Source: an optimization exercise on an open RTL-to-GDS flow (aim: small area and a short achievable clock period). Production flows keep margins and buffers that such runs may drop.
The RTL was checked by simulation tests, not by an equivalence proof against the original design.
Power is estimated from default activity; no workload was simulated.

==> design.v <==
module CentralProcessingUnit (
  input clock,
  input reset,
  input handInterruptSignalIn,
  input [15:0] IF_memory_read,
  output [15:0] IF_address,
  input [15:0] MEM_memory_read,
  output reg [1:0] MEM_memory_control,
  output reg [15:0] MEM_memory_address,
  output reg [15:0] MEM_target_value,
  output [175:0] register_value
);
localparam [15:0] NOP = 16'h0800;
reg [15:0] fetched;         
reg [15:0] inst;            
reg [15:0] pc;              
reg        inInt;          
reg [3:0]  istate;
reg [3:0]  iindex;
reg [3:0]  handCache;
reg [15:0] aluResult;       
reg        tFlag;
reg        tWriteEnable;
reg [15:0] dataAddress;     
reg [1:0]  dataControl;
reg [3:0]  target3;         
reg [3:0]  target4;         
reg [207:0] regs;           
wire [15:0] selected = inInt ? {8'hF8, istate, iindex} : fetched;
function [20:0] decode(input [15:0] i);
  reg [3:0] fa, sa, ta, p1, p2, p3;
  reg [2:0] jc;
  reg [3:0] decIndex;
  reg decInt, decIntJump;
  begin
  p1 = {1'b0, i[10:8]};
  p2 = {1'b0, i[7:5]};
  p3 = {1'b0, i[4:2]};
  fa = 0; sa = 0; ta = 4'hf; jc = 0; decIndex = 0; decInt = 0; decIntJump = 0;
  case (i[15:11])
    5'b01001: begin ta = p1; fa = p1; end                  
    5'b01000: begin ta = p2; fa = p1; end                  
    5'b00010: jc = 3'd1;                                   
    5'b00100: begin jc = 3'd2; fa = p1; end                
    5'b00101: begin jc = 3'd3; fa = p1; end                
    5'b01101: ta = p1;                                     
    5'b10011: begin ta = p2; fa = p1; end                  
    5'b11011: begin fa = p1; sa = p2; end                  
    5'b00000: begin ta = p1; sa = 4'd8; end                
    5'b01110: fa = p1;                                     
    5'b10010: begin ta = p1; sa = 4'd8; end                
    5'b11010: begin fa = p1; sa = 4'd8; end                
    5'b11111: case (i[7:4])                             
      4'd0: begin decInt = 1; decIndex = i[3:0]; end
      4'd1: ta = 4'd9;
      4'd2: begin ta = 4'd10; fa = 4'd8; end
      4'd3: ta = 4'd8;
      4'd4: begin fa = 4'd9; sa = 4'd8; end
      4'd5: sa = 4'd8;
      4'd6: begin fa = 4'd10; sa = 4'd8; end
      4'd7: begin decIntJump = 1; fa = 4'd11; end
      default: ;
    endcase
    5'b01100: case (i[10:8])
      3'b000: jc = 3'd4;                                   
      3'b011: begin ta = 4'd8; sa = 4'd8; end              
      3'b100: begin ta = 4'd8; sa = p2; end                
      default: ;
    endcase
    5'b11101: case (i[4:0])
      5'b01100: begin ta = p1; fa = p1; sa = p2; end       
      5'b01010: begin fa = p1; sa = p2; end                
      5'b01101: begin ta = p1; fa = p1; sa = p2; end       
      5'b01111: begin ta = p1; sa = p2; end                
      5'b00100: begin ta = p2; fa = p1; sa = p2; end       
      5'b00011: begin fa = p1; sa = p2; end                
      5'b00000: case (i[7:5])
        3'b000: begin jc = 3'd5; fa = p1; end              
        3'b010: ta = p1;                                   
        3'b110: begin jc = 3'd6; ta = 4'd12; fa = p1; end  
        3'b001: begin jc = 3'd7; fa = 4'd12; end           
        default: ;
      endcase
      default: ;
    endcase
    5'b11110: case (i[7:0])
      8'h00: begin ta = p1; fa = 4'd11; end                
      8'h01: begin ta = 4'd11; fa = p1; end                
      default: ;
    endcase
    5'b00110: case (i[1:0])
      2'b00, 2'b11: begin ta = p1; sa = p2; end            
      default: ;
    endcase
    5'b11100: case (i[1:0])
      2'b11, 2'b01: begin ta = p3; fa = p1; sa = p2; end   
      default: ;
    endcase
    default: ;
  endcase
  decode = {fa, sa, ta, jc, decIndex, decInt, decIntJump};
  end
endfunction
wire [3:0] fa, sa, ta;
wire [2:0] jc;
wire [3:0] decIndex;
wire decInt, decIntJump;
assign {fa, sa, ta, jc, decIndex, decInt, decIntJump} = decode(inst);
wire [20:0] decNext = decode(selected);
wire [3:0] faNext = decNext[20:17];
wire [15:0] wbValue = MEM_memory_control[1] ? MEM_memory_read : MEM_target_value;
function [15:0] readReg(input [3:0] a, input [207:0] r);
  integer j;
  begin
    readReg = 0;
    for (j = 0; j <= 12; j = j + 1)
      if (a == j) readReg = readReg | r[j*16 +: 16];
  end
endfunction
reg byAlu1, byWb1;
reg [12:0] rsel1;
reg [15:0] rf1;
reg zeroRf1;                  
integer q;
always @(*) begin
  rf1 = 0; zeroRf1 = 0;
  for (q = 0; q <= 12; q = q + 1) begin
    rf1 = rf1 | (regs[q*16 +: 16] & {16{rsel1[q]}});
    zeroRf1 = zeroRf1 | (rsel1[q] & ~|regs[q*16 +: 16]);
  end
end
wire [15:0] rf2 = readReg(sa, regs);
wire [15:0] op2 = (sa == target3) ? aluResult : (sa == target4) ? wbValue : rf2;
wire [15:0] imm8s  = {{8{inst[7]}}, inst[7:0]};
wire [15:0] imm11s = {{5{inst[10]}}, inst[10:0]};
wire selM1 = byWb1 & MEM_memory_control[1];        
wire selV1 = byWb1 & ~MEM_memory_control[1];
wire [15:0] op1Early = ({16{byAlu1}} & aluResult) | ({16{selV1}} & MEM_target_value) | rf1;
wire [15:0] op1 = selM1 ? MEM_memory_read : op1Early;
wire zeroEarly = (byAlu1 & ~|aluResult) | (selV1 & ~|MEM_target_value) | zeroRf1;
wire nonzeroM = |MEM_memory_read;
wire isBeqz = (jc == 3'd2);
wire isBnez = (jc == 3'd3);
wire takenEarly = (jc == 3'd1) | ((jc == 3'd4) & ~tFlag);
wire takenIfZero = takenEarly | isBeqz;
wire takenIfNonzero = takenEarly | isBnez;
wire useOp1 = decIntJump | (~inInt & (jc == 3'd5));
wire [15:0] branchTarget = pc + (jc == 3'd1 ? imm11s : imm8s);
wire [15:0] seqPC = inInt ? pc : pc + 16'd1;
wire [15:0] pcTaken = useOp1 ? op1Early : (inInt ? seqPC : branchTarget);
wire [15:0] pcNotTaken = useOp1 ? op1Early : seqPC;
wire takenE = zeroEarly ? takenIfZero : takenIfNonzero;
wire takenWhenNonzero = selM1 ? takenIfNonzero : takenE;
wire takenWhenZero = selM1 ? takenIfZero : takenE;
wire [15:0] pcWhenNonzero = takenWhenNonzero ? pcTaken : pcNotTaken;
wire [15:0] pcWhenZero = takenWhenZero ? pcTaken : pcNotTaken;
wire [15:0] nextPC = (useOp1 & selM1) ? MEM_memory_read : (nonzeroM ? pcWhenNonzero : pcWhenZero);
assign IF_address = nextPC;
localparam A_OP1 = 1'b0, A_OP2 = 1'b1;
localparam T_HOLD = 3'd0, T_SUM = 3'd1, T_OP1 = 3'd2, T_OP2 = 3'd3, T_PC = 3'd4,
           T_CONST = 3'd5, T_LOGIC = 3'd6, T_SHIFT = 3'd7;
reg aSel;             
reg bOp2;             
reg inv;              
reg [15:0] imm;
reg [2:0] tSel;
reg [15:0] constVal;
reg [1:0] logicOp;    
reg shRight, shVar;
reg cmpNe, cmpLt;     
reg tweSet;           
reg memOp;            
reg [1:0] memCtl;
reg memHold;          
wire [3:0] shiftImm = inst[4:2] ? {1'b0, inst[4:2]} : 4'd8;
always @(*) begin
  aSel = A_OP1; bOp2 = 0; inv = 0; imm = 0; tSel = T_HOLD; constVal = 0;
  logicOp = 0; shRight = 0; shVar = 0; cmpNe = 0; cmpLt = 0; tweSet = 0;
  memOp = 0; memCtl = 2'b00; memHold = 0;
  case (inst[15:11])
    5'b01001: begin imm = {{8{inst[7]}}, inst[7:0]}; tSel = T_SUM; end             
    5'b01000: begin imm = {{12{inst[3]}}, inst[3:0]}; tSel = T_SUM; end            
    5'b01101: begin tSel = T_CONST; constVal = {8'h00, inst[7:0]}; end             
    5'b11011: begin imm = {{11{inst[4]}}, inst[4:0]}; tSel = T_OP2;                
                    memOp = 1; memCtl = 2'b01; end
    5'b00000: begin aSel = A_OP2; imm = {{8{inst[7]}}, inst[7:0]}; tSel = T_SUM; end  
    5'b01110: begin imm = {{8{inst[7]}}, inst[7:0]}; inv = 1; cmpNe = 1; end       
    5'b11010: begin aSel = A_OP2; imm = {{8{inst[7]}}, inst[7:0]}; tSel = T_OP1;   
                    memOp = 1; memCtl = 2'b01; end
    5'b10011: begin imm = {{11{inst[4]}}, inst[4:0]}; tweSet = 1;                   
                    memOp = 1; memCtl = 2'b10; end
    5'b10010: begin aSel = A_OP2; imm = {{8{inst[7]}}, inst[7:0]}; tweSet = 1;     
                    memOp = 1; memCtl = 2'b10; end
    5'b11111: begin                                                                
      aSel = A_OP2; memHold = 1;
      case (inst[7:4])
        4'd1: tSel = T_PC;
        4'd2: tSel = T_OP1;
        4'd3: begin tSel = T_CONST; constVal = 16'hBF20; end
        4'd4: begin tSel = T_OP1; memOp = 1; memCtl = 2'b01; memHold = 0; end
        4'd5: begin tSel = T_CONST; constVal = {12'h000, inst[3:0]}; imm = 16'd1;
                    memOp = 1; memCtl = 2'b01; memHold = 0; end
        4'd6: begin tSel = T_OP1; imm = 16'd2; memOp = 1; memCtl = 2'b01; memHold = 0; end
        default: ;
      endcase
    end
    5'b01100: case (inst[10:8])
      3'b011: begin aSel = A_OP2; imm = {{8{inst[7]}}, inst[7:0]}; tSel = T_SUM; end  
      3'b100: tSel = T_OP2;                                                        
      default: ;
    endcase
    5'b11101: case (inst[4:0])
      5'b01100: begin tSel = T_LOGIC; logicOp = 0; end                             
      5'b01010: begin bOp2 = 1; inv = 1; cmpNe = 1; end                            
      5'b01101: begin tSel = T_LOGIC; logicOp = 1; end                             
      5'b01111: begin tSel = T_LOGIC; logicOp = 2; end                             
      5'b00100: begin tSel = T_SHIFT; shVar = 1; end                               
      5'b00011: begin bOp2 = 1; inv = 1; cmpLt = 1; end                            
      5'b00000: case (inst[7:5])
        3'b010, 3'b110: tSel = T_PC;                                               
        default: ;
      endcase
      default: ;
    endcase
    5'b11110: case (inst[7:0])
      8'h00, 8'h01: tSel = T_OP1;                                                  
      default: ;
    endcase
    5'b00110: case (inst[1:0])
      2'b00: tSel = T_SHIFT;                                                       
      2'b11: begin tSel = T_SHIFT; shRight = 1; end                                
      default: ;
    endcase
    5'b11100: case (inst[1:0])
      2'b11: begin bOp2 = 1; inv = 1; tSel = T_SUM; end                            
      2'b01: begin bOp2 = 1; tSel = T_SUM; end                                     
      default: ;
    endcase
    default: tweSet = 1;                                                           
  endcase
end
wire [15:0] addA = (aSel == A_OP2) ? op2 : op1;
wire [15:0] addB = (bOp2 ? op2 : imm) ^ {16{inv}};
wire [16:0] sum = {1'b0, addA} + {1'b0, addB} + {16'h0000, inv};
wire [3:0] shK = shVar ? op1[3:0] : shiftImm;
wire [3:0] shRot = shRight ? (4'd0 - shK) : shK;
wire [31:0] shDouble = {op2, op2} << shRot;
wire [15:0] shRotated = shDouble[31:16];
wire shZero = shVar & (|op1[15:4]);
reg [15:0] shMask;
integer m;
always @(*)
  for (m = 0; m < 16; m = m + 1)
    shMask[m] = ~shZero & (shRight ? (m + shK < 16) : (m >= shK));
wire [15:0] shOut = shRotated & shMask;
wire [15:0] logicOut = (logicOp == 2'd0) ? (op1 & op2) : (logicOp == 2'd1) ? (op1 | op2) : ~op2;
reg [15:0] aluNext;
always @(*) begin
  case (tSel)
    T_SUM: aluNext = sum[15:0];
    T_OP1: aluNext = op1;
    T_OP2: aluNext = op2;
    T_PC: aluNext = pc;
    T_CONST: aluNext = constVal;
    T_LOGIC: aluNext = logicOut;
    T_SHIFT: aluNext = shOut;
    default: aluNext = aluResult;
  endcase
  if (tweSet) aluNext = 0;
end
wire cmpResult = cmpLt ? ~sum[16] : (|sum[15:0]);
wire cmp = cmpNe | cmpLt;
wire tNext = (cmp & tWriteEnable) ? cmpResult : tFlag;
wire tweNext = tweSet ? 1'b1 : (cmp ? 1'b0 : tWriteEnable);
wire [15:0] addrNext = memOp ? sum[15:0] : dataAddress;
wire [1:0] ctlNext = memHold ? dataControl : memCtl;
wire handEdge = handCache[0] & handCache[1] & ~handCache[2] & ~handCache[3];
wire intRequest = handEdge | decInt;
always @(posedge clock or negedge reset) begin
  if (!reset) begin
    fetched <= NOP;
    inst <= NOP;
    pc <= 16'hFFFF;
    inInt <= 0;
    istate <= 4'd1;
    iindex <= 0;
    handCache <= 4'b1111;
    tFlag <= 0;
    tWriteEnable <= 1;
    dataControl <= 0;
    target3 <= 4'hf;    
    target4 <= 4'hf;
    byAlu1 <= 0;
    byWb1 <= 0;
    rsel1 <= 0;
    MEM_memory_control <= 0;
  end else begin
    fetched <= IF_memory_read;
    inst <= selected;
    pc <= nextPC;
    if (intRequest && !inInt && istate == 4'd1) begin
      iindex <= decIndex;
      inInt <= 1;
    end else if (istate < 4'd10 && inInt) begin
      istate <= istate + 4'd1;
    end else if (istate == 4'd10) begin
      istate <= 4'd1;
      inInt <= 0;
      iindex <= 0;
    end
    handCache <= {handInterruptSignalIn, handCache[3:1]};
    tFlag <= tNext;
    tWriteEnable <= tweNext;
    dataControl <= ctlNext;
    target3 <= ta;
    target4 <= target3;
    byAlu1 <= (faNext == ta);
    byWb1 <= (faNext != ta) & (faNext == target3);
    for (q = 0; q <= 12; q = q + 1)
      rsel1[q] <= (faNext != ta) & (faNext != target3) & (faNext == q);
    MEM_memory_control <= dataControl;
  end
end
always @(posedge clock) begin
  aluResult <= aluNext;
  MEM_target_value <= aluResult;
  dataAddress <= addrNext;
  MEM_memory_address <= dataAddress;
end
wire [15:0] wbGated = reset ? wbValue : 16'h0000;
reg [207:0] regsNext;
integer k;
always @(*) begin
  regsNext = regs;
  for (k = 0; k <= 12; k = k + 1)
    if (target4 == k || !reset) regsNext[k*16 +: 16] = wbGated;
end
always @(posedge clock) regs <= regsNext;
assign register_value = {
  regsNext[0*16 +: 16], regsNext[1*16 +: 16], regsNext[2*16 +: 16], regsNext[3*16 +: 16],
  regsNext[4*16 +: 16], regsNext[5*16 +: 16], regsNext[6*16 +: 16], regsNext[7*16 +: 16],
  regsNext[8*16 +: 16], regsNext[9*16 +: 16], regsNext[10*16 +: 16]
};
endmodule
==> flow/run.sh <==
#!/bin/bash
# The standard layout, with the port buffers made from the smallest buffer cell
# instead of ORFS's default pick (a delay cell). Every port still gets a buffer.
set -e
export BUFFER_PORTS_ARGS="-buffer_cell sky130_fd_sc_hd__buf_1"
bash standard.sh > standard.log 2>&1
==> standard.sh <==
#!/bin/bash
# synth_recipe.tcl (not shown) runs the flow's synth.tcl, then flattens the netlist and writes it again
# the make line also repeats each setting of config.mk as NAME=value (left out here)
make -C /OpenROAD-flow-scripts/flow DESIGN_CONFIG=/design/flow/config.mk WORK_HOME=/design/flow/orfs CLKGATE_MAP_FILE= SYNTH_SCRIPT=/design/flow/synth_recipe.tcl "${@:-finish}"
==> config.mk <==
export PLATFORM = sky130hd
export DESIGN_NAME = CentralProcessingUnit
export DESIGN_NICKNAME = CentralProcessingUnit
export VERILOG_FILES = /design/flow/design.v
export SDC_FILE = /design/flow/constraint.sdc
export NUM_CORES = 4
export LEC_CHECK = 0
export ABC_AREA = 1
export CAP_MARGIN = 20
export CORE_MARGIN = 2
export CORE_UTILIZATION = 50
export CTS_BUF_LIST = sky130_fd_sc_hd__clkbuf_8
export PLACE_DENSITY = 0.6
export SETUP_SLACK_MARGIN = 5
export SLEW_MARGIN = 20
export TNS_END_PERCENT = 0
==> constraint.sdc <==
create_clock -name core_clock -period 11.0 [get_ports {clock}]
set_input_delay 2.2000 -clock core_clock [delete_from_list [all_inputs] [get_ports {clock}]]
set_output_delay 2.2000 -clock core_clock [all_outputs]
set_load 0.01 [all_outputs]
==> summary.txt, run 1 <==
Run status
  • Status: finished clean

Pwr
  • Worst vdd ir: approximately 0.14 mV
  • Static leakage: 10.6 nW
  • PwrDens: 172 nW/um^2

Final layout
  • Final nets: 3470
  • Finished Layout Cells: a little over 4000
  • Commonest non-fill, non-tap cells in the layout: nand2_1 (800), o21ai_0 (332), inv_1 (310)
  • Layout Utilization: 59.0%
  • Layout cells sized above 1: 12.2%
  • Most common cell after layout, fill and taps aside: nand2_1
  • Area grow syn2layout: 17.0%

Global routing
  • Met2 usage: between 60 and 70%
  • Overall routing resource usage: 45.5%
  • Met3 GRT Util: a little under a fifth
  • Largest net degree at the start of global routing: 51
  • Initial antenna violation count: 2
  • Routing usage on met1: 63.4%
  • Grt peak-use layer: met1
  • Vias in the first global route: between 20000 and 25000
  • Congestion Overflow GR: 0
  • First-pass GRT wire length: 150 mm

STA
  • Min Clock Period, post-route: 6.46 ns
  • TNS Setup: 0 ns
  • Slew Limit Fails: 0
  • Max_slew headroom: roughly a fifth
  • Clock Skew: 0.0399 ns
  • Max Freq: 155 MHz
  • Hold_ws: 0.338 ns
  • Hold Vio Cnt, Final: 0
  • Slew @ Worst Pin: 1.20 ns
  • Final worst path period share: 58.7%
  • Setup ws final: 4.54 ns
  • Endpoints failing setup: 0
  • RSZ-0062 raised after global routing: yes

Flow run
  • Max-cap violation count: 0

Clock tree
  • Num CTS Buffers: 60
  • CTS root buf: clkbuf_8
  • Max H-tree Level: 2
  • Post-CTS Hold Fix Bufs: 0
  • Clock tree buffer depth: 3
  • CTS tree: done
  • Clk slew on worst S/H paths: 0.07 ns
  • Clk Latency, worst-skew pair: 0.71 ns
  • CTS sink count: 362

Drt
  • Starting DRT DRC Count: 4301
  • Antenna Violating Nets Remaining: 0
  • WL final: 106 mm
  • Drt pass-1 iters: 8
  • Vias: 25800
  • DRC errors left: 0
  • Vias/cell: 6.42
  • Mean routed wirelength per cell: about 26 microns

Synthesis
  • Synth async-reset ratio: approximately 25%
  • Mapped Area: 21700 sq um
  • Synth warn: 1
  • Register area share after synthesis: 37.9%
  • Number of flops mapped to enable cells by yosys: 48
  • Post-synth top area cell: dfxtp_1
  • Post-synthesis register bit count: 362
  • Share of Yosys cell area claimed by the top area cell type: around a fifth
  • Cell count after synthesis: approximately 3100
  • Post-Syn Nets: 3199
  • Top cells by area, synth: dfxtp_1 (21%), nand2_1 (14%), o21ai_0 (8.4%)
  • Synthesized area per cell: 6.95 sq um
  • Main synth FF type: dfxtp_1
  • Netlist cell types: 74

Critical path
  • WP data arrival: between 4 and 5 ns
  • Crit-path max FO: 8
  • Family with the most delay on the worst path: simple AND/OR/NAND/NOR gates
  • Crit path buffers/inverters: 2
  • Crit path max-delay cell type: or4_1
  • Biggest cell delay along the critical path: 0.53 ns
  • CP required: 8.80 ns
  • Endpoint class of the critical path: output pin
  • Sequence of cells on the critical path: or4_1 -> nor4_1 -> nand4_1 -> nand3_1 -> nor3_4 -> a21oi_1 -> o21ai_0 -> nand2_4 -> clkinvlp_4 -> o211ai_1 -> o21ai_1 -> a21oi_2 -> buf_2
  • Worst Path Class, Setup: reg -> out
  • Critical path launch point type: register

Placement
  • Inst Count DP: 3865
  • Hpwl dp: between 80 and 90 mm
  • DP Worst Slack: around 3.7 ns
  • IO Port Bufs: 260
  • RePlAce Congestion: roughly 1.1

Floorplan
  • Die span in y: 212 microns
  • Ports: 261
  • Core ar.: 43000 sq um
  • Row count: 76
  • Die Span X: 212 microns
  • Die area: between 40000 and 50000 sq um
  • Starting Density: slightly above 50%

Min path
  • Hold Crit Class: reg -> reg
## layout make-up
type                       count  area [sq um]
fill                        4153         17600
multi-input combinational   2303         12200
sequential                   362          8230
timing repair buffer         324          1600
inverter                     340          1330
clock buffer                  72           991
tap                          585           732
clock inverter                40           239
timing repair inverter         1          7.51
antenna                        1          2.50
## layer usage
layer  up-vias  share of wire [%]
met2      2138                 39
li1      11100                  -
met1     12200                 39
met4         2                4.6
met5         -               0.11
met3       389                 17
## logic make-up (layout without fill, tap and decap cells)
| group | count (synthesis) | count (layout) | share of synthesized area, % |
|---|---|---|---|
| simple gates | 1514 | 1516 | 30.6 |
| compound gates | 687 | 687 | 18.4 |
| buf+inv | 458 | 777 | 8.19 |
| flops | 362 | 362 | 37.9 |
| xor+xnor | 53 | 53 | 2.18 |
| fa+ha+maj | 43 | 43 | 2.55 |
| mux | 4 | 4 | 0.185 |
| other cells | 0 | 1 | 0 |
## timing repair
action	in CTS	in global routing
setup buffers	30	17
setup endpoints to repair	210	213
pin swaps	9	20
cloned	2	1
gates resized for setup	130	92
## path summary, 6_finish.rpt
check | cells past startpoint | slack [ns] | from | endpoint
setup reg to reg | 33 | 4.85 | inst[11]$_DFF_PN1_ | tFlag$_DFFE_PN0P_
hold / removal | 0 | 0.34 | dataAddress[1]$_DFFE_PP_ | MEM_memory_address[1]$_DFF_P_
min in group asynchronous | 1 | 1.38 | reset | iindex[0]$_DFFE_PN0P_
max in group asynchronous | 2 | 8.67 | reset | rsel1[3]$_DFF_PN0_
hold reg to reg | 0 | 0.34 | dataAddress[1]$_DFFE_PP_ | MEM_memory_address[1]$_DFF_P_
setup / recovery | 13 | 4.54 | regs[102]$_DFF_P_ | IF_address[8]
## worst reg2reg max path: cells and delay by family (launching register included)
| family | cells | cell delay, ns |
|---|---|---|
| flip-flops | 1 | 0.54 |
| buffers and inverters | 2 | 0.26 |
| AND/OR/NAND/NOR | 22 | 3.37 |
| adder cells (fa/ha/maj) | 1 | 0.39 |
| AO/OA/AOI/OAI | 7 | 1.33 |
| XOR/XNOR | 1 | 0.11 |
## registers in the layout, indices dropped and copies added, names as in the netlist, 13 cells and up
signal	cells
fetched	16
dataAddress	16
rsel1	13
MEM_memory_address	16
pc	16
regs	208
MEM_target_value	16
aluResult	16
inst	16
## where the power goes
group          switching, W  internal (W)
clock network      0.000580      0.000642
registers          0.000231       0.00153
logic              0.000937      0.000430
total               0.00175       0.00261
## stage by stage
stage	instance area (sq um)	power, W
after floorplan	21700	0.00241
after global placement	23100	0.00292
after detailed placement	23100	0.00294
after CTS	24900	0.00420
after global routing	25400	0.00450
final	25400	0.00435
## cell usage after synthesis (8+ instances only)
cell       count
nor4_1        48
xnor2_1       17
edfxtp_1      48
nand2_2       22
dfstp_2       32
dfxtp_1      224
xor2_1        35
nand4_1       66
a221oi_1      16
o21ai_0      363
o211ai_1      20
o2111ai_1     24
o21ai_1       21
clkinv_1       8
nand2_1      815
a211oi_1      19
nand3b_1       9
a21oi_1      116
inv_2         15
a31oi_1       18
nor3_1        56
clkbuf_1     104
nor2_1       239
inv_1        314
dfrtp_1       58
o22ai_1       23
nand3_1      212
o221ai_1      12
ha_1          41
==> inputs of run 2 (changes only) <==
--- a/config.mk
+++ b/config.mk
@@ -11,4 +11,6 @@
 export CORE_UTILIZATION = 50
 export CTS_BUF_LIST = sky130_fd_sc_hd__clkbuf_8
+export CTS_CLUSTER_DIAMETER = 50
+export CTS_CLUSTER_SIZE = 16
 export PLACE_DENSITY = 0.6
 export SETUP_SLACK_MARGIN = 5
==> run 2 against run 1 <==
Against the previous run:
- still clean
- global-route usage decreased by 0.27 points
- highest routed layer unchanged
- critical path type unchanged
- clock skew increased by 0.028 ns
- flip-flop and latch count unchanged
- die area unchanged
- final cell count decreased by 0.94%
- via count decreased by 0.46%
- sequential power about the same
- critical endpoint is now IF_address[12]
==> summary.txt, run 2 <==
Run status
  • Status: finished clean (unchanged)

Synthesis
  • Top cells by area, synth: dfxtp_1 (21%), nand2_1 (14%), o21ai_0 (8.4%) (unchanged)
  • Netlist cell types: 74 (unchanged)
  • Mapped Area: 21700 sq um (unchanged)
  • Share of Yosys cell area claimed by the top area cell type: 20.7% (unchanged)
  • Post-Syn Nets: 3199 (unchanged)
  • Post-synthesis register bit count: 362 (unchanged)
  • Synthesized area per cell: 6.95 sq um (unchanged)
  • Synth warn: 1 (unchanged)
  • Top post-synthesis cells by count: nand2_1 (815), o21ai_0 (363), inv_1 (314) (unchanged)
  • Cell count after synthesis: 3121 (unchanged)
  • Register area share after synthesis: 37.9% (unchanged)
  • Main synth FF type: dfxtp_1 (unchanged)
  • Number of flops mapped to enable cells by yosys: 48 (unchanged)
  • Synth async-reset ratio: 24.9% (unchanged)
  • Post-synth top area cell: dfxtp_1 (unchanged)
  • Most frequent cell after synthesis: nand2_1 (unchanged)

Final layout
  • Most flop-heavy register: regs (unchanged)
  • Fill cells: 4172 (was 4153)
  • Layout Utilization: 58.2% (was 59.0%)
  • Most common cell after layout, fill and taps aside: nand2_1 (unchanged)
  • Number of flip-flops in the largest register: 208 (unchanged)
  • Finished Layout Cells: 3990 (was 4028)
  • Area grow syn2layout: 15.4% (was 17.0%)
  • Register area: 8230 sq um (about the same)
  • Final nets: 3453 (was 3470)
  • Layout cells sized above 1: 11.7% (was 12.2%)
  • Area of the multi-input gates: 12300 sq um (was 12200 sq um)
  • Commonest non-fill, non-tap cells in the layout: nand2_1 (801), o21ai_0 (329), inv_1 (290) (was nand2_1 (800), o21ai_0 (332), inv_1 (310))

Floorplan
  • Row count: 76 (unchanged)
  • Die span in y: 212 microns (unchanged)
  • Die Span X: 212 microns (unchanged)
  • Starting Density: 50.4% (unchanged)
  • Die area: 45000 sq um (unchanged)
  • Core ar.: 43000 sq um (unchanged)
  • Ports: 261 (unchanged)

Flow run
  • Max-cap violation count: 0 (unchanged)

Critical path
  • Crit-path max FO: 12 (was 8)
  • WP data arrival: 4.21 ns (was 4.26 ns)
  • R2r setup slk: 4.78 ns (was 4.85 ns)
  • Worst Path Class, Setup: reg -> out (unchanged)
  • Critical path launch point type: register (unchanged)
  • CP required: 8.80 ns (about the same)
  • Endpoint class of the critical path: output pin (unchanged)

STA
  • TNS Setup: 0 ns (unchanged)
  • RSZ-0062 raised after global routing: yes (unchanged)
  • Final worst path period share: 58.3% (was 58.7%)
  • Hold Vio Cnt, Final: 0 (unchanged)
  • Hold_ws: 0.328 ns (was 0.338 ns)
  • Min Clock Period, post-route: 6.41 ns (was 6.46 ns)
  • Slew @ Worst Pin: 1.14 ns (was 1.20 ns)
  • Slew Limit Fails: 0 (unchanged)
  • Max_slew headroom: 24.1% (was 19.8%)
  • Clock Skew: 0.0683 ns (was 0.0399 ns)
  • Endpoints failing setup: 0 (unchanged)
  • Max Freq: 156 MHz (was 155 MHz)

Drt
  • WL final: 106 mm (about the same)
  • Starting DRT DRC Count: 4338 (was 4301)
  • Met3 Wirelength: 17.7 mm (about the same)
  • Top sig layer: met5 (unchanged)
  • Antenna Violating Nets Remaining: 0 (unchanged)
  • Drt pass-1 iters: 11 (was 8)
  • DRC errors left: 0 (unchanged)
  • Mean routed wirelength per cell: 26.5 microns (was 26.3 microns)
  • Vias: 25700 (was 25800)
  • Routed metal-1 wire length: 41.6 mm (was 41.8 mm)
  • Vias/cell: 6.45 (was 6.42)
  • Met2 wire length: 41.3 mm (was 41.4 mm)

Clock tree
  • Max H-tree Level: 2 (unchanged)
  • CTS sink count: 362 (unchanged)
  • Num CTS Buffers: 40 (was 60)
  • Clock tree buffer depth: 3 (unchanged)
  • Clk Latency, worst-skew pair: 0.67 ns (was 0.71 ns)
  • Clk slew on worst S/H paths: 0.09 ns (was 0.07 ns)
  • Post-CTS Hold Fix Bufs: 0 (unchanged)
  • CTS tree: done (unchanged)
  • CTS root buf: clkbuf_8 (unchanged)

Placement
  • Inst Count DP: 3865 (unchanged)
  • Hpwl dp: 82.4 mm (unchanged)
  • IO Port Bufs: 260 (unchanged)
  • RePlAce Congestion: 1.14 (unchanged)

Min path
  • Hold Crit Class: reg -> reg (unchanged)

Global routing
  • Largest net degree at the start of global routing: 51 (unchanged)
  • Congestion Overflow GR: 0 (unchanged)
  • First-pass GRT wire length: 150 mm (about the same)
  • Initial antenna violation count: 2 (unchanged)
  • Overall routing resource usage: 45.3% (was 45.5%)
  • Vias in the first global route: 22800 (was 23100)

Pwr
  • PwrDens: 164 nW/um^2 (was 172 nW/um^2)
  • Worst vdd ir: 0.133 mV (was 0.145 mV)
  • Static leakage: 10.3 nW (was 10.6 nW)
## run 2: final timing paths
kind | startpoint | end | cells after the start
min in group asynchronous | reset | inst[14]$_DFF_PN0_ | 1
worst max register to register | MEM_memory_control[1]$_DFF_PN0_ | aluResult[5]$_SDFFE_PP0P_ | 20
worst max-delay path | rsel1[7]$_DFF_PN0_ | IF_address[12] | 9
worst min-delay path | dataAddress[1]$_DFFE_PP_ | MEM_memory_address[1]$_DFF_P_ | 0
max in group asynchronous | reset | rsel1[3]$_DFF_PN0_ | 2
worst min register to register | dataAddress[1]$_DFFE_PP_ | MEM_memory_address[1]$_DFF_P_ | 0
## run 2: metal layers
layer / global-route usage, % / vias up
met1: 63.4 / 12100
met2: 61.5 / 2178
met3: 18.7 / 368
li1: - / 11100
met4: 16.7 / 8
met5: 1.89 / -
## run 2: cells by family (layout without fill, tap and decap cells)
group / after synthesis / count (layout) / synth area share, %
XOR/XNOR: 53 / 53 / 2.18
buffers and inverters: 458 / 738 / 8.19
AO/OA/AOI/OAI: 687 / 687 / 18.4
multiplexers: 4 / 4 / 0.185
flip-flops: 362 / 362 / 37.9
AND/OR/NAND/NOR: 1514 / 1516 / 30.6
adder cells (fa/ha/maj): 43 / 43 / 2.55
other: 0 / 2 / 0
## run 2: area by class of cell
cell class                 count  share of cell area (%)
multi-input combinational   2303                    49.0
sequential                   362                    32.9
timing repair buffer         327                    6.50
inverter                     340                    5.33
tap                          585                    2.93
clock buffer                  43                    2.37
clock inverter                27                   0.980
timing repair inverter         1                  0.0300
antenna                        2                  0.0200
## run 2: timing repair
item | in CTS | in global routing
gates resized for setup | 119 | 107
pin swaps | 10 | 19
gates cloned | 2 | 1
buffers inserted | 29 | 21
setup endpoints to repair | 210 | 214
## run 2: critical path, stage by stage, from the launching register on
cell and delay [ns]:
dfrtp_1 0.69, inv_1 0.43, o21ai_0 0.19, a221oi_1 0.60
nand4_1 0.18, nor4_1 0.64, nor2_1 0.13, a21oi_1 0.29
a31oi_4 0.19, buf_2 0.18
## run 2: power by group
| part | switching [W] | internal (W) | leakage [nW] |
|---|---|---|---|
| clock | 0.000574 | 0.000396 | 0.437 |
| sequential | 0.000229 | 0.00153 | 3.37 |
| combinational | 0.000939 | 0.000434 | 6.51 |
## run 2: stage by stage
| stage | worst slack [ns] | power, W | cell area (sq um) |
|---|---|---|---|
| 2_1_floorplan | 5.12 | 0.00241 | 21700 |
| 3_3_place_gp | 3.63 | 0.00292 | 23100 |
| 3_5_place_dp | 3.72 | 0.00294 | 23100 |
| 4_1_cts | 4.65 | 0.00394 | 24500 |
| 5_1_grt | 4.50 | 0.00424 | 25000 |
| 6_report | 4.59 | 0.00410 | 25000 |
==> inputs of run 3 (changes only) <==
==> flow/run.sh (replaced) <==
#!/bin/bash
# Standard layout with two changes:
#  - synthesis maps the logic with a stronger ABC area script (flow/abc_area.script);
#    everything else in synthesis, registers included, is the standard one;
#  - the port buffers use the smallest buffer cell. Every port still gets a buffer.
# Each step's full output goes to a log file of its own in this folder.
set -e
HERE=$(pwd)
rm -rf "$HERE/scripts"
cp -r "$FLOW_HOME/scripts" "$HERE/scripts"
cp "$HERE/flow/abc_area.script" "$HERE/scripts/abc_area.script"
export BUFFER_PORTS_ARGS="-buffer_cell sky130_fd_sc_hd__buf_1"
bash standard.sh SCRIPTS_DIR="$HERE/scripts" synth > synth.log 2>&1
bash standard.sh finish > standard.log 2>&1
==> flow/abc_area.script (new file) <==
strash
ifraig
dc2
dch -f
map -a -B 0.9
topo
strash
dc2
dch -f
map -a -B 0.9
topo
strash
dch -f
map -a -B 0.9
topo
stime -c
buffer -c
upsize -c
dnsize -c
--- a/config.mk
+++ b/config.mk
@@ -11,6 +11,4 @@
 export CORE_UTILIZATION = 50
 export CTS_BUF_LIST = sky130_fd_sc_hd__clkbuf_8
-export CTS_CLUSTER_DIAMETER = 50
-export CTS_CLUSTER_SIZE = 16
 export PLACE_DENSITY = 0.6
 export SETUP_SLACK_MARGIN = 5
==> run 3 against run 2 <==
Against the previous run:
- first-iteration DRC count is 16% lower
- combinational power fell by 38%
- critical path depth unchanged
- final area is 5.2% lower
- total power shrank 8.2%
- worst hold slack gained 0.0031 ns
- clock skew increased by 0.0010 ns
- clock power increased by about 40%
- highest routed layer unchanged
==> summary.txt, run 3 <==
Run status
  • Status: finished clean (unchanged)

STA
  • Slew @ Worst Pin: 1.36 ns (was 1.14 ns)
  • Max Freq: 140 MHz (was 156 MHz)
  • Min Clock Period, post-route: 7.16 ns (was 6.41 ns)
  • Clock Skew: 0.0693 ns (was 0.0683 ns)
  • Slew Limit Fails: 0 (unchanged)
  • TNS Setup: 0 ns (unchanged)
  • Endpoints failing setup: 0 (unchanged)
  • Final worst path period share: 65.1% (was 58.3%)
  • Hold_ws: 0.332 ns (was 0.328 ns)
  • Hold Vio Cnt, Final: 0 (unchanged)
  • RSZ-0062 raised after global routing: yes (unchanged)
  • Max_slew headroom: 8.75% (was 24.1%)

Placement
  • Hpwl dp: 83.6 mm (was 82.4 mm)
  • IO Port Bufs: 260 (unchanged)
  • Placed Area: 21600 sq um (was 23100 sq um)
  • RePlAce Congestion: 1.12 (was 1.14)

Critical path
  • WP data arrival: 4.96 ns (was 4.21 ns)
  • R2r setup slk: 4.16 ns (was 4.78 ns)
  • Family with the most delay on the worst path: compound AO/OA/AOI/OAI gates (unchanged)
  • Critical path launch point type: register (unchanged)
  • Crit-path max FO: 9 (was 12)
  • Sequence of cells on the critical path: clkinv_1 -> o22ai_1 -> a2111oi_0 -> o2111ai_1 -> a2111oi_1 -> nor2_1 -> a221oi_1 -> a21oi_1 -> buf_1 (was inv_1 -> o21ai_0 -> a221oi_1 -> nand4_1 -> nor4_1 -> nor2_1 -> a21oi_1 -> a31oi_4 -> buf_2)
  • Endpoint class of the critical path: output pin (unchanged)
  • CP required: 8.80 ns (about the same)
  • Biggest cell delay along the critical path: 1.01 ns (was 0.69 ns)
  • Crit path buffers/inverters: 2 (unchanged)
  • R2R cell count: 44 (was 20)
  • R2r endpoint: aluResult[15]$_SDFFE_PP0P_ (was aluResult[5]$_SDFFE_PP0P_)
  • Crit path max-delay cell type: a2111oi_1 (was dfrtp_1)
  • WP depth: 9 (unchanged)
  • Worst Path Class, Setup: reg -> out (unchanged)
  • Origin of the critical flop-to-flop path: inst[14]$_DFF_PN0_ (was MEM_memory_control[1]$_DFF_PN0_)

Drt
  • Antenna Violating Nets Remaining: 0 (unchanged)
  • Vias: 24100 (was 25700)
  • Vias/cell: 6.88 (was 6.45)
  • DRC errors left: 0 (unchanged)
  • Starting DRT DRC Count: 3636 (was 4338)
  • Mean routed wirelength per cell: 31.8 microns (was 26.5 microns)
  • Drt pass-1 iters: 8 (was 11)
  • WL final: 111 mm (was 106 mm)

Floorplan
  • Die Span X: 204 microns (was 212 microns)
  • Ports: 261 (unchanged)
  • Row count: 73 (was 76)
  • Starting Density: 50.5% (was 50.4%)
  • Die span in y: 204 microns (was 212 microns)
  • Core ar.: 39600 sq um (was 43000 sq um)
  • Die area: 41600 sq um (was 45000 sq um)

Synthesis
  • Share of Yosys cell area claimed by the top area cell type: 22.4% (was 20.7%)
  • Post-synth top area cell: dfxtp_1 (unchanged)
  • Synth async-reset ratio: 24.9% (unchanged)
  • Synthesized area per cell: 7.69 sq um (was 6.95 sq um)
  • Main synth FF type: dfxtp_1 (unchanged)
  • Netlist cell types: 65 (was 74)
  • Top cells by area, synth: dfxtp_1 (22%), inv_1 (7.7%), o22ai_1 (7.3%) (was dfxtp_1 (21%), nand2_1 (14%), o21ai_0 (8.4%))
  • Most frequent cell after synthesis: inv_1 (was nand2_1)
  • Post-synthesis register bit count: 362 (unchanged)
  • Post-Syn Nets: 2680 (was 3199)
  • Synth warn: 1 (unchanged)
  • Cell count after synthesis: 2602 (was 3121)
  • Register area share after synthesis: 41.1% (was 37.9%)
  • Top post-synthesis cells by count: inv_1 (409), nand2_1 (294), o22ai_1 (234) (was nand2_1 (815), o21ai_0 (363), inv_1 (314))
  • Number of flops mapped to enable cells by yosys: 48 (unchanged)
  • Mapped Area: 20000 sq um (was 21700 sq um)

Min path
  • Hold Crit Start: dataAddress[15]$_DFFE_PP_ (was dataAddress[1]$_DFFE_PP_)
  • Hold Path End: MEM_memory_address[15]$_DFF_P_ (was MEM_memory_address[1]$_DFF_P_)
  • Hold Crit Class: reg -> reg (unchanged)
  • Hold path depth: 0 (unchanged)

Global routing
  • Largest net degree at the start of global routing: 70 (was 51)
  • Congestion Overflow GR: 0 (unchanged)
  • Overall routing resource usage: 51.9% (was 45.3%)
  • Initial antenna violation count: 4 (was 2)
  • Vias in the first global route: 22300 (was 22800)
  • First-pass GRT wire length: 155 mm (was 150 mm)

Final layout
  • Post-route cell area: 23700 sq um (was 25000 sq um)
  • Layout cells sized above 1: 11.4% (was 11.7%)
  • Most flop-heavy register: regs (unchanged)
  • Most common cell after layout, fill and taps aside: inv_1 (was nand2_1)
  • Number of flip-flops in the largest register: 208 (unchanged)
  • Fill cells: 3572 (was 4172)
  • Final nets: 2994 (was 3453)
  • Commonest non-fill, non-tap cells in the layout: inv_1 (413), nand2_1 (288), buf_1 (258) (was nand2_1 (801), o21ai_0 (329), inv_1 (290))
  • Area grow syn2layout: 18.6% (was 15.4%)

Pwr
  • Static leakage: 9.23 nW (was 10.3 nW)
  • Worst vdd ir: 0.205 mV (was 0.133 mV)
  • PwrDens: 159 nW/um^2 (was 164 nW/um^2)

Clock tree
  • Clock tree buffer depth: 3 (unchanged)
  • CTS root buf: clkbuf_8 (unchanged)
  • Max H-tree Level: 2 (unchanged)
  • Clk Latency, worst-skew pair: 0.75 ns (was 0.67 ns)
  • Num CTS Buffers: 60 (was 40)
  • Clk slew on worst S/H paths: 0.07 ns (was 0.09 ns)
  • CTS tree: done (unchanged)
  • Post-CTS Hold Fix Bufs: 0 (unchanged)
  • CTS sink count: 362 (unchanged)

Flow run
  • Max-cap violation count: 0 (unchanged)
-- run 3: cell types whose count changed after synthesis, moves of 12 or more --
cell      previous run  this run
nor2_1             239       223
nor4_1              48        36
nand2_1            815       294
o21ai_0            363       214
a221oi_1            16        57
inv_1              314       409
nand2_2             22         1
o21ai_1             21         5
a21oi_1            116       146
o22ai_1             23       234
nand3_1            212        74
nand4_1             66        38
-- run 3: how the worst max path moves through the flow --
stage,startpoint,endpoint,slack [ns]
2_1_floorplan,inst[14]$_DFF_PN0_,tFlag$_DFFE_PN0P_,4.93
3_3_place_gp,MEM_memory_read[3],IF_address[15],3.01
3_5_place_dp,inst[14]$_DFF_PN0_,tFlag$_DFFE_PN0P_,2.99
4_1_cts,pc[1]$_DFF_PN1_,IF_address[15],4.19
5_1_grt,inst[1]$_DFF_PN0_,tFlag$_DFFE_PN0P_,3.76
6_report,rsel1[9]$_DFF_PN0_,IF_address[12],3.84
-- run 3: metrics by stage --
stage	power, W	setup WS [ns]	utilization, %	std cells
finish	0.00377	3.84	59.9	3495
global route	0.00387	3.76	59.8	3490
CTS	0.00367	4.19	59.1	3463
detailed placement	0.00231	2.99	54.5	3319
global placement	0.00230	3.01	54.5	3319
floorplan	0.00201	4.93	-	2602
-- run 3: final cells by class --
| type | instances | area [sq um] | area share [%] |
|---|---|---|---|
| Sequential cell | 362 | 8220 | 34.7 |
| Timing Repair Buffer | 357 | 1730 | 7.27 |
| Inverter | 429 | 1630 | 6.88 |
| Clock buffer | 71 | 977 | 4.12 |
| Antenna cell | 5 | 12.5 | 0.0527 |
| Tap cell | 525 | 657 | 2.77 |
| Multi-Input combinational cell | 1706 | 10100 | 42.7 |
| Clock inverter | 40 | 357 | 1.50 |
-- run 3: what timing repair did --
item                                    in CTS  in global routing
setup buffers                               33                 25
endpoints found under the setup margin     222                216
hold endpoints to repair                     0                  0
gates resized for setup                     58                 22
pin swaps                                   17                 33
-- run 3: logic make-up (layout without fill, tap and decap cells) --
group | count (synthesis) | count (layout) | share of synthesized area [%]
AOI/OAI and AO/OA | 846 | 846 | 26.7
and+or+nand+nor | 758 | 758 | 16.7
buffers and inverters | 534 | 897 | 10.1
DFF | 362 | 362 | 41.1
xor gates and xnor gates | 49 | 49 | 2.18
adders and majority gates | 43 | 43 | 2.76
muxes | 10 | 10 | 0.525
other | 0 | 5 | 0
-- run 3: report_power, final --
group / switching, W / internal (W) / leakage, nW
registers: 0.000103 / 0.00145 / 3.36
clock network: 0.000628 / 0.000733 / 0.727
logic: 0.000581 / 0.000267 / 5.15
total: 0.00131 / 0.00245 / 9.23
-- run 3: metal layers --
metal  track usage (%)  part of all wire, %  vias to the layer above
li1                  -                    -                     9869
met4              42.7                   10                        2
met5                 0                0.013                        -
met1              60.2                   34                    11200
met3              18.2                   13                      640
met2              77.3                   42                     2346
-- run 3: worst reg2reg max path, delay by kind of cell (launching register included) --
kind / cells / cell delay (ns)
AO/OA/AOI/OAI: 21 / 3.28
AND/OR/NAND/NOR: 13 / 1.71
buffers and inverters: 7 / 0.77
flip-flops: 1 / 0.39
adder cells (fa/ha/maj): 1 / 0.32
XOR/XNOR: 2 / 0.29
==> inputs of run 4 (changes only) <==
--- a/design.v
+++ b/design.v
@@ -119,5 +119,10 @@
 endfunction
 reg byAlu1, byWb1;
-reg [12:0] rsel1;
+reg [3:0] fa1;                
+wire [12:0] rsel1;
+genvar g1;
+generate for (g1 = 0; g1 <= 12; g1 = g1 + 1) begin : rsel1Decode
+  assign rsel1[g1] = ~byAlu1 & ~byWb1 & (fa1 == g1);
+end endgenerate
 reg [15:0] rf1;
 reg zeroRf1;                  
@@ -293,5 +298,5 @@
     byAlu1 <= 0;
     byWb1 <= 0;
-    rsel1 <= 0;
+    fa1 <= 4'hf;
     MEM_memory_control <= 0;
   end else begin
@@ -317,6 +322,5 @@
     byAlu1 <= (faNext == ta);
     byWb1 <= (faNext != ta) & (faNext == target3);
-    for (q = 0; q <= 12; q = q + 1)
-      rsel1[q] <= (faNext != ta) & (faNext != target3) & (faNext == q);
+    fa1 <= faNext;
     MEM_memory_control <= dataControl;
   end
@@ -328,5 +332,7 @@
   MEM_memory_address <= dataAddress;
 end
-wire [15:0] wbGated = reset ? wbValue : 16'h0000;
+reg resetSeen;
+always @(posedge clock) resetSeen <= ~reset;
+wire [15:0] wbGated = resetSeen ? 16'h0000 : wbValue;
 reg [207:0] regsNext;
 integer k;
@@ -334,5 +340,5 @@
   regsNext = regs;
   for (k = 0; k <= 12; k = k + 1)
-    if (target4 == k || !reset) regsNext[k*16 +: 16] = wbGated;
+    if (target4 == k || resetSeen) regsNext[k*16 +: 16] = wbGated;
 end
 always @(posedge clock) regs <= regsNext;
==> flow/run.sh (replaced) <==
#!/bin/bash
set -e
export BUFFER_PORTS_ARGS="-buffer_cell sky130_fd_sc_hd__buf_1"
export CTS_ARGS="-sink_clustering_enable -repair_clock_nets -sink_clustering_size 16 -sink_clustering_max_diameter 50 -buf_list sky130_fd_sc_hd__clkbuf_8 -dont_use_dummy_load"
bash standard.sh > standard.log 2>&1
--- a/config.mk
+++ b/config.mk
@@ -9,7 +9,6 @@
 export CAP_MARGIN = 20
 export CORE_MARGIN = 2
-export CORE_UTILIZATION = 50
-export CTS_BUF_LIST = sky130_fd_sc_hd__clkbuf_8
-export PLACE_DENSITY = 0.6
+export CORE_UTILIZATION = 60
+export PLACE_DENSITY = 0.65
 export SETUP_SLACK_MARGIN = 5
 export SLEW_MARGIN = 20
removed: flow/abc_area.script
==> run 4 against run 3 <==
Against the previous run:
- setup slack improved by 0.63 ns
- clock skew grew 0.017 ns
- core utilization grew 9.7 points
- non-clock buffer count is 23 higher
- global-route usage shrank 1.3 points
- total power is 0.31% higher
- critical path type unchanged
- largest cell class unchanged
- largest power group unchanged
- highest routed layer unchanged
==> summary.txt, run 4 <==
Clock tree
  • Post-CTS Hold Fix Bufs: 0 (unchanged)
  • CTS root buf: clkbuf_8 (unchanged)
  • Num CTS Buffers: 37 (was 60)
  • CTS tree: done (unchanged)
  • Clk Latency, worst-skew pair: 0.68 ns (was 0.75 ns)
  • Clock tree buffer depth: 3 (unchanged)
  • Clk slew on worst S/H paths: 0.07 ns (about the same)
  • Max H-tree Level: 2 (unchanged)
  • CTS sink count: 354 (was 362)

Critical path
  • R2r setup slk: 4.52 ns (was 4.16 ns)
  • Worst Path Class, Setup: reg -> out (unchanged)
  • R2r endpoint: pc[10]$_DFF_PN1_ (was aluResult[15]$_SDFFE_PP0P_)
  • R2R cell count: 45 (was 44)
  • WP data arrival: 4.33 ns (was 4.96 ns)
  • CP required: 8.80 ns (about the same)
  • Crit-path max FO: 12 (was 9)
  • Critical path launch point type: register (unchanged)
  • Origin of the critical flop-to-flop path: byAlu1$_DFF_PN0_ (was inst[14]$_DFF_PN0_)
  • Endpoint class of the critical path: output pin (unchanged)

Final layout
  • Layout cells sized above 1: 11.2% (was 11.4%)
  • Most flop-heavy register: regs (unchanged)
  • Most common cell after layout, fill and taps aside: nand2_1 (was inv_1)
  • Commonest non-fill, non-tap cells in the layout: nand2_1 (752), inv_1 (338), o21ai_0 (330) (was inv_1 (413), nand2_1 (288), buf_1 (258))
  • Finished Layout Cells: 3853 (was 3495)
  • Number of flip-flops in the largest register: 208 (unchanged)
  • Final nets: 3468 (was 2994)
  • Area grow syn2layout: 14.9% (was 18.6%)

STA
  • Endpoints failing setup: 0 (unchanged)
  • Hold Vio Cnt, Final: 0 (unchanged)
  • Final worst path period share: 59.3% (was 65.1%)
  • Slew @ Worst Pin: 1.22 ns (was 1.36 ns)
  • Max_slew headroom: 18.8% (was 8.75%)
  • RSZ-0062 raised after global routing: yes (unchanged)
  • Clock Skew: 0.0864 ns (was 0.0693 ns)
  • Min Clock Period, post-route: 6.53 ns (was 7.16 ns)
  • Max Freq: 153 MHz (was 140 MHz)
  • Slew Limit Fails: 0 (unchanged)
  • TNS Setup: 0 ns (unchanged)

Global routing
  • Initial antenna violation count: 6 (was 4)
  • Congestion Overflow GR: 0 (unchanged)
  • First-pass GRT wire length: 140 mm (was 155 mm)
  • Largest net degree at the start of global routing: 72 (was 70)
  • Overall routing resource usage: 50.6% (was 51.9%)
  • Vias in the first global route: 23000 (was 22300)

Synthesis
  • Top post-synthesis cells by count: nand2_1 (764), inv_1 (347), o21ai_0 (347) (was inv_1 (409), nand2_1 (294), o22ai_1 (234))
  • Most frequent cell after synthesis: nand2_1 (was inv_1)
  • Share of Yosys cell area claimed by the top area cell type: 21.0% (was 22.4%)
  • Post-synth top area cell: dfxtp_1 (unchanged)
  • Mux contribution to synthesized area: 0.140% (was 0.525%)
  • Top cells by area, synth: dfxtp_1 (21%), nand2_1 (13%), o21ai_0 (8.1%) (was dfxtp_1 (22%), inv_1 (7.7%), o22ai_1 (7.3%))
  • Main synth FF type: dfxtp_1 (unchanged)
  • Post-synthesis register bit count: 354 (was 362)
  • Netlist cell types: 72 (was 65)
  • Synthesized area per cell: 6.95 sq um (was 7.69 sq um)
  • Number of flops mapped to enable cells by yosys: 48 (unchanged)
  • Post-Synth Simple-Gate Area: 30.3% (was 16.7%)
  • Register area share after synthesis: 37.4% (was 41.1%)
  • Mapped Area: 21400 sq um (was 20000 sq um)
  • Synth warn: 1 (unchanged)
  • Post-Syn Nets: 3163 (was 2680)
  • Largest family of logic cells by synthesized area: simple AND/OR/NAND/NOR gates (was compound AO/OA/AOI/OAI gates)
  • Cell count after synthesis: 3085 (was 2602)
  • Post-Synth XOR/XNOR Area: 2.60% (was 2.18%)
  • Compound-cell area share of the yosys netlist: 18.2% (was 26.7%)
  • Synth Area in Adders: 2.58% (was 2.76%)
  • Synth async-reset ratio: 22.9% (was 24.9%)

Floorplan
  • Ports: 261 (unchanged)
  • Die span in y: 193 microns (was 204 microns)
  • Die area: 37300 sq um (was 41600 sq um)
  • Core ar.: 35400 sq um (was 39600 sq um)
  • Starting Density: 60.6% (was 50.5%)
  • Row count: 69 (was 73)
  • Die Span X: 193 microns (was 204 microns)

Flow run
  • Max-cap violation count: 0 (unchanged)

Min path
  • Hold Crit Start: dataAddress[11]$_DFFE_PP_ (was dataAddress[15]$_DFFE_PP_)
  • Hold Path End: MEM_memory_address[11]$_DFF_P_ (was MEM_memory_address[15]$_DFF_P_)
  • Hold path depth: 0 (unchanged)
  • Hold Crit Class: reg -> reg (unchanged)

Drt
  • Drt pass-1 iters: 11 (was 8)
  • WL final: 99.0 mm (was 111 mm)
  • Vias: 26000 (was 24100)
  • DRC errors left: 0 (unchanged)
  • Antenna Violating Nets Remaining: 0 (unchanged)
  • Starting DRT DRC Count: 4536 (was 3636)
  • Vias/cell: 6.75 (was 6.88)
  • Mean routed wirelength per cell: 25.7 microns (was 31.8 microns)

Pwr
  • Sequential power share: 44.3% (was 41.4%)
  • Static leakage: 10.3 nW (was 9.23 nW)
  • Clock power frac: 20.0% (was 36.1%)
  • Worst vdd ir: 0.160 mV (was 0.205 mV)
  • Combinational power share: 35.7% (was 22.5%)
  • PwrDens: 153 nW/um^2 (was 159 nW/um^2)
  • Cell Int Power: 0.00225 W (was 0.00245 W)
  • Switching Share: 40.4% (was 34.8%)
  • Psw: 0.00153 W (was 0.00131 W)

Placement
  • Inst Count DP: 3722 (was 3319)
  • RePlAce Congestion: 1.17 (was 1.12)
  • Hpwl dp: 74.4 mm (was 83.6 mm)
  • IO Port Bufs: 260 (unchanged)

Run status
  • Status: finished clean (unchanged)
## run 4: timing repair
item / 4_1_cts / 5_1_grt
setup endpoints to repair: 83 / 170
gates cloned: 3 / 0
pin swaps: 12 / 39
buffers inserted: 53 / 34
gates resized for setup: 59 / 119
## run 4: final cells by class
cell class	instances	area (sq um)
antenna	4	10.0
clock buffer	37	509
fill	3042	10800
inverter	370	1450
multi-input combinational	2246	12000
sequential	354	8030
tap	461	577
timing repair buffer	380	2020
timing repair inverter	1	5.00
## run 4: routing by layer
layer | part of all wire (%) | GRT usage (%)
met4 | 7.6 | 26.5
met3 | 17 | 20.5
met1 | 35 | 65.2
met5 | 0.12 | 1.19
met2 | 40 | 72.4
## run 4: power by group through the flow
stage	combinational, W	clock [W]	sequential, W
final	0.00135	0.000755	0.00167
after global routing	0.00143	0.000784	0.00167
after CTS	0.00116	0.000741	0.00165
after detailed placement	0.00105	0	0.00168
after global placement	0.00102	0	0.00168
after floorplan	0.000705	0	0.00160
## run 4: how the worst max path moves through the flow
| stage | from | depth (start not counted) | to |
|---|---|---|---|
| finish | fa1[1]$_DFF_PN1_ | 11 | IF_address[7] |
| global route | inst[0]$_DFF_PN0_ | 20 | IF_address[14] |
| CTS | inst[11]$_DFF_PN1_ | 43 | tFlag$_DFFE_PN0P_ |
| detailed placement | MEM_memory_read[15] | 11 | IF_address[10] |
| global placement | MEM_memory_read[15] | 11 | IF_address[15] |
| floorplan | MEM_memory_read[15] | 5 | IF_address[12] |
## run 4: cell families after synthesis
family / after synthesis
fa+ha+maj: 43
buf+inv: 487
compound gates: 663
xor+xnor: 62
mux: 3
flops: 354
simple gates: 1473
## run 4: worst max-delay path: stages (launching register included)
cell and delay [ns]:
dfstp_2 0.57, inv_1 0.08, nand3_1 0.16, nor2_1 0.06, buf_4 0.19, nand2_1 0.17, o2111ai_1 0.26, nor3_1 0.71
nand4_1 0.72, a221oi_1 0.48, a21oi_1 0.10, buf_2 0.17
## run 4: through the flow
| step | utilization, % | setup slack [ns] | total power (W) | hold slack, ns | cell area, sq um |
|---|---|---|---|---|---|
| 6_report | 69.6 | 4.47 | 0.00378 | 0.297 | 24600 |
| 5_1_grt | 69.5 | 4.30 | 0.00388 | 0.300 | 24600 |
| 4_1_cts | 67.6 | 4.82 | 0.00355 | 0.296 | 23900 |
| 3_5_place_dp | 64.3 | 3.81 | 0.00272 | 0.327 | 22800 |
| 3_3_place_gp | 64.3 | 3.94 | 0.00270 | 0.325 | 22800 |
| 2_1_floorplan | - | 5.13 | 0.00231 | 0.323 | 21400 |
==> inputs of run 5 (changes only) <==
--- a/config.mk
+++ b/config.mk
@@ -9,6 +9,6 @@
 export CAP_MARGIN = 20
 export CORE_MARGIN = 2
-export CORE_UTILIZATION = 60
-export PLACE_DENSITY = 0.65
+export CORE_UTILIZATION = 55
+export PLACE_DENSITY = 0.6
 export SETUP_SLACK_MARGIN = 5
 export SLEW_MARGIN = 20
==> run 5 against run 4 <==
Against the previous run:
- final area increased by 1.0%
- still clean on timing, DRC and antenna
- global-route usage decreased by 2.8 points
- die area increased by 8.9%
- sequential share of layout area decreased by 0.31 points
- clock skew decreased by 0.0054 ns
- combinational power decreased by 5%
- fmax increased by 2.6%
==> summary.txt, run 5 <==
Critical path
  • Critical Path Source: MEM_memory_read[7] (was fa1[1]$_DFF_PN1_)
  • WP data arrival: 4.16 ns (was 4.33 ns)
  • Origin of the critical flop-to-flop path: fa1[1]$_DFF_PN1_ (was byAlu1$_DFF_PN0_)
  • Crit-path max FO: 11 (was 12)
  • CP required: 8.80 ns (about the same)
  • Critical Path End: register_value[39] (was IF_address[7])
  • Critical path launch point type: input port (was register)
  • Worst Path Class, Setup: in -> out (was reg -> out)
  • R2r setup slk: 4.98 ns (was 4.52 ns)
  • R2r endpoint: tFlag$_DFFE_PN0P_ (was pc[10]$_DFF_PN1_)
  • R2R cell count: 35 (was 45)
  • Endpoint class of the critical path: output pin (unchanged)

Final layout
  • Number of flip-flops in the largest register: 208 (unchanged)
  • Most common cell after layout, fill and taps aside: nand2_1 (unchanged)
  • Area grow syn2layout: 16.0% (was 14.9%)
  • Most flop-heavy register: regs (unchanged)
  • Area of the multi-input gates: 12300 sq um (was 12000 sq um)
  • Final nets: 3457 (was 3468)
  • Layout cells sized above 1: 12.1% (was 11.2%)
  • Post-route cell area: 24900 sq um (was 24600 sq um)
  • Commonest non-fill, non-tap cells in the layout: nand2_1 (749), inv_1 (333), o21ai_0 (324) (was nand2_1 (752), inv_1 (338), o21ai_0 (330))
  • Layout Utilization: 64.5% (was 69.6%)
  • Fill cells: 3466 (was 3042)
  • Register area: 8040 sq um (was 8030 sq um)

Drt
  • DRC errors left: 0 (unchanged)
  • Vias: 25500 (was 26000)
  • Starting DRT DRC Count: 4638 (was 4536)
  • Antenna Violating Nets Remaining: 0 (unchanged)
  • Drt pass-1 iters: 7 (was 11)
  • Mean routed wirelength per cell: 26.2 microns (was 25.7 microns)
  • Vias/cell: 6.53 (was 6.75)
  • WL final: 102 mm (was 99.0 mm)

Synthesis
  • Post-synth top area cell: dfxtp_1 (unchanged)
  • Synthesized area per cell: 6.95 sq um (unchanged)
  • Mux contribution to synthesized area: 0.140% (unchanged)
  • Mapped Area: 21400 sq um (unchanged)
  • Number of flops mapped to enable cells by yosys: 48 (unchanged)
  • Post-Synth XOR/XNOR Area: 2.60% (unchanged)
  • Largest family of logic cells by synthesized area: simple AND/OR/NAND/NOR gates (unchanged)
  • Share of Yosys cell area claimed by the top area cell type: 21.0% (unchanged)
  • Top cells by area, synth: dfxtp_1 (21%), nand2_1 (13%), o21ai_0 (8.1%) (unchanged)
  • Netlist cell types: 72 (unchanged)
  • Main synth FF type: dfxtp_1 (unchanged)
  • Post-Syn Nets: 3163 (unchanged)
  • Register area share after synthesis: 37.4% (unchanged)
  • Compound-cell area share of the yosys netlist: 18.2% (unchanged)
  • Post-Synth Simple-Gate Area: 30.3% (unchanged)
  • Post-synthesis register bit count: 354 (unchanged)
  • Synth Area in Adders: 2.58% (unchanged)
  • Top post-synthesis cells by count: nand2_1 (764), inv_1 (347), o21ai_0 (347) (unchanged)
  • Cell count after synthesis: 3085 (unchanged)
  • Most frequent cell after synthesis: nand2_1 (unchanged)
  • Synth async-reset ratio: 22.9% (unchanged)
  • Synth warn: 1 (unchanged)

Pwr
  • Static leakage: 10.3 nW (about the same)
  • Worst vdd ir: 0.153 mV (was 0.160 mV)
  • PwrDens: 149 nW/um^2 (was 153 nW/um^2)

STA
  • Max Freq: 157 MHz (was 153 MHz)
  • Hold Vio Cnt, Final: 0 (unchanged)
  • Slew @ Worst Pin: 1.14 ns (was 1.22 ns)
  • Slew Limit Fails: 0 (unchanged)
  • Final worst path period share: 57.8% (was 59.3%)
  • Endpoints failing setup: 0 (unchanged)
  • Clock Skew: 0.0810 ns (was 0.0864 ns)
  • Setup ws final: 4.64 ns (was 4.47 ns)
  • Max_slew headroom: 23.1% (was 18.8%)
  • TNS Setup: 0 ns (unchanged)
  • RSZ-0062 raised after global routing: yes (unchanged)
  • Hold_ws: 0.336 ns (was 0.297 ns)
  • Min Clock Period, post-route: 6.36 ns (was 6.53 ns)

Floorplan
  • Row count: 72 (was 69)
  • Core ar.: 38600 sq um (was 35400 sq um)
  • Die Span X: 201 microns (was 193 microns)
  • Starting Density: 55.6% (was 60.6%)
  • Ports: 261 (unchanged)
  • Die span in y: 201 microns (was 193 microns)
  • Die area: 40600 sq um (was 37300 sq um)

Placement
  • IO Port Bufs: 260 (unchanged)
  • Hpwl dp: 78.5 mm (was 74.4 mm)
  • RePlAce Congestion: 1.15 (was 1.17)
  • Placed Area: 22900 sq um (was 22800 sq um)
  • DP Worst Slack: 3.88 ns (was 3.81 ns)

Run status
  • Status: finished clean (unchanged)

Clock tree
  • CTS tree: done (unchanged)
  • Clock tree buffer depth: 3 (unchanged)
  • Clk Latency, worst-skew pair: 0.64 ns (was 0.68 ns)
  • Post-CTS Hold Fix Bufs: 0 (unchanged)
  • Clk slew on worst S/H paths: 0.04 ns (was 0.07 ns)
  • CTS root buf: clkbuf_8 (unchanged)
  • CTS sink count: 354 (unchanged)
  • Max H-tree Level: 2 (unchanged)
  • Num CTS Buffers: 38 (was 37)

Global routing
  • Overall routing resource usage: 47.8% (was 50.6%)
  • Congestion Overflow GR: 0 (unchanged)
  • Vias in the first global route: 23000 (about the same)
  • Initial antenna violation count: 6 (unchanged)
  • Largest net degree at the start of global routing: 74 (was 72)
  • First-pass GRT wire length: 145 mm (was 140 mm)

Min path
  • Hold path depth: 0 (unchanged)
  • Hold Crit Class: reg -> reg (unchanged)

Flow run
  • Max-cap violation count: 0 (unchanged)
run 5: cell counts after synthesis:
No cell type changed its count.
run 5: report_power, final:
group          switching [W]  internal [W]  leakage, nW
Clock               0.000454      0.000307        0.273
Sequential          0.000193       0.00148         3.24
Combinational       0.000855      0.000420         6.80
run 5: logic make-up (layout without fill, tap and decap cells):
family                   count (synthesis)  count (layout)
AO/OA/AOI/OAI                          663             663
XOR/XNOR                                62              62
adder cells (fa/ha/maj)                 43              43
buffers and inverters                  487             776
flip-flops                             354             354
multiplexers                             3               3
other                                    0               4
AND/OR/NAND/NOR                       1473            1476
run 5: area by class of cell:
type,count,area share [%]
Multi-Input combinational cell,2247,49.3
Sequential cell,354,32.3
Timing Repair Buffer,367,7.70
Inverter,370,5.89
Tap cell,518,2.61
Clock buffer,38,2.10
Antenna cell,4,0.0402
Timing Repair inverter,1,0.0252
run 5: worst min-delay path by stage:
stage                                          from                             end
after global routing       dataAddress[1]$_DFFE_PP_   MEM_memory_address[1]$_DFF_P_
after CTS                  dataAddress[0]$_DFFE_PP_   MEM_memory_address[0]$_DFF_P_
after floorplan            dataAddress[0]$_DFFE_PP_   MEM_memory_address[0]$_DFF_P_
after global placement    dataAddress[15]$_DFFE_PP_  MEM_memory_address[15]$_DFF_P_
after detailed placement   dataAddress[1]$_DFFE_PP_   MEM_memory_address[1]$_DFF_P_
final                      dataAddress[0]$_DFFE_PP_   MEM_memory_address[0]$_DFF_P_
run 5: through the flow:
stage,total power [W],instances
final,0.00371,3899
after global routing,0.00383,3895
after CTS,0.00352,3839
after detailed placement,0.00275,3778
after global placement,0.00273,3778
after floorplan,0.00231,3085
run 5: repair_timing:
action,4_1_cts,5_1_grt
endpoints found under the setup margin,85,160
cloned,2,2
setup buffers,21,53
gates resized for setup,65,174
pin swaps,12,46
run 5: critical path, stage by stage:
cell and delay (ns):
buf_1 0.29, inv_1 0.28, o21ai_0 0.27, inv_1 0.10
nor2_2 0.22, clkinvlp_4 0.15, buf_12 0.17, o21ai_0 0.25
buf_1 0.21
run 5: routing by layer:
layer	global-route usage, %	wire length, microns	share of wire, %
met3	17.0	16200	16
met1	62.9	37400	37
met4	24.1	6350	6.2
met2	69.3	42000	41
met5	0	26	0.025

-- re-timing with driven ports --
In the flow no input, the clock included, has a driving cell. The finished layouts below were timed again as built, in two steps.
Step 1 (the two cells are an assumption about what drives the block):
set clk [get_ports {clock}]
set_driving_cell -lib_cell sky130_fd_sc_hd__clkbuf_16 $clk
set_driving_cell -lib_cell sky130_fd_sc_hd__buf_2 [delete_from_list [all_inputs] $clk]
Step 2 also shifts input and output timing later by t, the mid clock arrival at the registers, as if the neighbouring blocks saw the same clock.
a / b / c = ideal / step 1 / step 2; a / b = the first two.
run | t, ns | setup slack, ns | worst slew at a driven data input, ns | pins driven straight from the clock port
run 1 | 0.742 | 4.542 / 4.487 / 4.338 | 0.06 | 1
run 2 | 0.695 | 4.588 / 4.532 / 4.383 | 0.06 | 1
run 3 | 0.776 | 3.841 / 3.781 / 3.870 | 0.05 | 1
run 4 | 0.686 | 4.475 / 4.421 / 3.901 | 0.10 | 1
run 5 | 0.665 | 4.643 / 4.609 / 4.487 | 0.09 | 1
After both steps setup and hold are still met in every run listed. For run 4, which loses most, drivers alone change the setup slack by -0.054 ns; drivers and shift together by -0.574 ns.
